This is an optimization exercise on Yosys and OpenROAD, whose aim is small area and a short achievable clock period, not a production implementation.
The RTL was checked by simulation tests, not by an equivalence proof against the original design.

== job 8838 ==
Design iir_variable_filter, start of the top module:
module iir_variable_filter (
    input  wire               clk,
    input  wire               reset_n,
    input  wire        [8:0]  filter_index,
    input  wire signed [15:0] data_in,
    output wire signed [31:0] data_out
);
Size in the first run: about 2800 cells after synthesis, roughly 59 I/O pins.
Settings: LEC_CHECK=0, CAP_MARGIN=20, CORE_MARGIN=2, CORE_UTILIZATION=50, CTS_BUF_LIST=sky130_fd_sc_hd__clkbuf_4 sky130_fd_sc_hd__clkbuf_8, SETUP_SLACK_MARGIN=5, SLEW_MARGIN=20, SYNTH_HIERARCHICAL=1; clock period 15.0 ns.
run.sh (not shown) runs the stock make flow with config.mk's settings and CLKGATE_MAP_FILE= SYNTH_SCRIPT=/design/flow/synth_recipe.tcl, a recipe that flattens the netlist after the stock synthesis.
For job 6458, these inputs were changed with respect to job 8838:
--- a/flow/config.mk
+++ b/flow/config.mk
@@ -11 +10,0 @@
-export CTS_BUF_LIST = sky130_fd_sc_hd__clkbuf_4 sky130_fd_sc_hd__clkbuf_8
### Flow results
Job 6458 vs. job 8838: via count went up by 141. End of the critical path = IIR.y0[17]: job 6458; end of the critical path = IIR.y0[13]: job 8838. Job 8838 → job 6458: number of buffer and inverter stages on the critical path went up 1; share of the core filled with cells in the final layout grew by 1.2 points.

run A:
iir_variable_filter, a different RTL version from the one above (not shown whole).
Size in the first run: ~2900 cells after synthesis, roughly 140 flip-flops, about 59 I/O pins, about 29000 µm² of cells after synthesis.
make LEC_CHECK=0 ABC_AREA=1 CAP_MARGIN=20 CORE_MARGIN=2 CORE_UTILIZATION=50 CTS_BUF_LIST='sky130_fd_sc_hd__clkbuf_8 sky130_fd_sc_hd__clkbuf_16' SETUP_SLACK_MARGIN=5 SLEW_MARGIN=20 SYNTH_HIERARCHICAL=1 TNS_END_PERCENT=0 finish   # period 15.0 ns
Input changes introduced in run B (baseline for comparison: run A):
==> flow/flow/run.sh (new file) <==
#!/bin/bash
# The standard layout (standard.sh: the standard flow's synthesis and ORFS flow, unchanged), except that the
# port buffers are the platform's smallest buffer (buffer_ports -buffer_cell) instead of the
# delay cell the resizer picks by default, and repair_timing aims for 5.5 ns of setup slack. make's full output goes to flow_make.log; ORFS keeps
# each step's own log under orfs/logs/.
set -euo pipefail
bash standard.sh "BUFFER_PORTS_ARGS=-buffer_cell sky130_fd_sc_hd__buf_1" SETUP_SLACK_MARGIN=5.5 finish > flow_make.log 2>&1
==> flow/standard.sh (new file) <==
#!/bin/bash
# synth_recipe.tcl (not shown) runs the flow's synth.tcl, then flattens the netlist and writes it again
# the make line also repeats each setting of config.mk as NAME=value (left out here)
make -C /OpenROAD-flow-scripts/flow DESIGN_CONFIG=/design/flow/config.mk WORK_HOME=/design/flow/orfs CLKGATE_MAP_FILE= SYNTH_SCRIPT=/design/flow/synth_recipe.tcl "${@:-finish}"
removed: flow/run.sh
--- outcome ---
On worst hold slack, run B tracks run A almost exactly. Wire: run B routes less than run A. Run comparison: run A timing startpoint of the critical path filter_index[4]; run B timing startpoint of the critical path filter_index[2]. Run B vs. run A: non-clock buffer count higher, area overhead of the layout relative to synthesis up 5.2 points, pin count of the biggest net entering global routing dropped 40%, sequential share of layout area lower. ~same placed instance count in run B and run A.
Setup changes, run B to run C
==> flow/flow/run.sh <==
#!/bin/bash
# The standard layout (standard.sh: the standard flow's synthesis and ORFS flow, unchanged), except that the
# port buffers are the platform's smallest buffer (buffer_ports -buffer_cell) instead of the
# delay cell the resizer picks by default. make's full output goes to flow_make.log; ORFS keeps
# each step's own log under orfs/logs/.
set -euo pipefail
bash standard.sh "BUFFER_PORTS_ARGS=-buffer_cell sky130_fd_sc_hd__buf_1" finish > flow_make.log 2>&1
Notes after the runs:
Diff run B -> run C: number of antenna diodes shrank by 3; number of cells on the worst reg-to-reg path held steady. IIR.y0[4] as the capture point of the worst path was reported by run C, and IIR.y0[16] by run B.

## build 69
iir_variable_filter, a different RTL version from the one above (not shown whole).
Size: ~3000 cells after synthesis, about 140 flip-flops, about 30000 um2 of cells after synthesis.
clock: 15.0 ns
lec_check: 0
abc_area: 1
cap_margin: 20
core_margin: 2
core_utilization: 50
cts_buf_list: sky130_fd_sc_hd__clkbuf_8 sky130_fd_sc_hd__clkbuf_16
setup_slack_margin: 5
slew_margin: 20
synth_hierarchical: 1
tns_end_percent: 0
standard.sh (not shown) runs the stock make flow with config.mk's settings and CLKGATE_MAP_FILE= SYNTH_SCRIPT=/design/flow/synth_recipe.tcl, a recipe that flattens the netlist after the stock synthesis.
==> flow/flow/run.sh <==
#!/bin/bash
# The standard layout (standard.sh: the standard flow's synthesis and ORFS flow, unchanged), except that the
# port buffers are the platform's smallest buffer (buffer_ports -buffer_cell) instead of the
# delay cell the resizer picks by default. make's full output goes to flow_make.log; ORFS keeps
# each step's own log under orfs/logs/.
set -euo pipefail
bash standard.sh "BUFFER_PORTS_ARGS=-buffer_cell sky130_fd_sc_hd__buf_1" finish > flow_make.log 2>&1
Build 69 finished all stages; the layout is clean.
What build 27 does differently from build 69 at the input level:
- CAP_MARGIN: 20 -> 5
- ABC_AREA: 1 -> unset
- SLEW_MARGIN: 20 -> 5
- CTS_BUF_LIST: sky130_fd_sc_hd__clkbuf_8 sky130_fd_sc_hd__clkbuf_16 -> sky130_fd_sc_hd__clkbuf_8
- Portion of netlist area occupied by mux cells ended up 0.34 points higher on build 27 than on build 69.
- Summary — wire length of the first global-routing pass, build 27 relative to build 69: lower, by about 0.5%.
- Summary of build 27 over build 69: utilization of the core after routing now larger, cell area now larger.
- For build 27, the cell with the largest stage delay on the worst path was sky130_fd_sc_hd__fa_2, unlike build 69, where it was sky130_fd_sc_hd__fa_1.
- Compared with build 69, build 27 shows a part of the cycle the worst path needs that is 0.87 points higher.
- Summary of build 27 over build 69: total wire length held, number of gates resized after CTS went up 14%, total routing usage reported by global routing went up 0.67 points.
Setup changes, build 27 to build 84
- CTS_BUF_LIST: sky130_fd_sc_hd__clkbuf_8 -> sky130_fd_sc_hd__clkbuf_8 sky130_fd_sc_hd__clkbuf_16
- SLEW_MARGIN: 5 -> 20
- CAP_MARGIN: 5 -> 20
- ABC_AREA: unset -> 1
==> flow/flow/run.sh <==
#!/bin/bash
# The standard layout (standard.sh: the standard flow's synthesis and ORFS flow, unchanged), except that the
# port buffers are the platform's smallest buffer (buffer_ports -buffer_cell) instead of the
# delay cell the resizer picks by default, and repair_timing aims for 6 ns of setup slack. make's full output goes to flow_make.log; ORFS keeps
# each step's own log under orfs/logs/.
set -euo pipefail
bash standard.sh "BUFFER_PORTS_ARGS=-buffer_cell sky130_fd_sc_hd__buf_1" SETUP_SLACK_MARGIN=6 finish > flow_make.log 2>&1
Findings:
Across both runs, wire length after detailed routing was higher for build 84 than for build 27. Against build 27 as the reference, build 84 delivers a lower final period demand of the worst path. Lower number of cells on the worst reg-to-reg path goes to build 27 over build 84.

==> re-timing with driven ports <==
The flow's constraints put no driver on any port. The routed layouts listed below were extracted and timed again, unchanged, in two steps. Step 1 (the two cells are an assumption about what drives the block):
set clk [get_ports {clk}]
set_driving_cell -lib_cell sky130_fd_sc_hd__clkbuf_16 $clk
set_driving_cell -lib_cell sky130_fd_sc_hd__buf_2 [delete_from_list [all_inputs] $clk]
Step 2 times the ports against the registers' clock, not the clock port: input delays grow and output delays shrink by t, the midpoint of the rising clock arrivals with the driver on. Slacks: no drivers / after step 1 / after step 2; pairs: no drivers / after step 1.
| run | shift t [ns] | slack for setup (ns) | latest minus earliest clock arrival (ns) | worst slew at a driven data input, ns |
|---|---|---|---|---|
| job 8838 | 0.601 | 5.000 / 5.010 / 4.409 | 0.041 / 0.041 | 0.07 |
| job 6458 | 0.538 | 5.002 / 4.990 / 4.452 | 0.023 / 0.023 | 0.10 |
| run A | 0.579 | 5.179 / 5.227 / 4.648 | 0.032 / 0.031 | 0.04 |
| run B | 0.568 | 5.608 / 5.642 / 5.074 | 0.031 / 0.031 | 0.05 |
| run C | 0.559 | 5.097 / 5.138 / 4.579 | 0.037 / 0.037 | 0.03 |
| build 69 | 0.558 | 5.107 / 5.143 / 4.585 | 0.024 / 0.024 | 0.04 |
| build 27 | 0.644 | 4.976 / 4.978 / 4.334 | 0.034 / 0.034 | 0.08 |
| build 84 | 0.580 | 5.688 / 5.672 / 5.093 | 0.039 / 0.039 | 0.08 |
After both steps setup and hold are still met in every run listed. For build 27, which loses most, drivers alone change the setup slack by +0.002 ns; drivers and shift together by -0.642 ns.
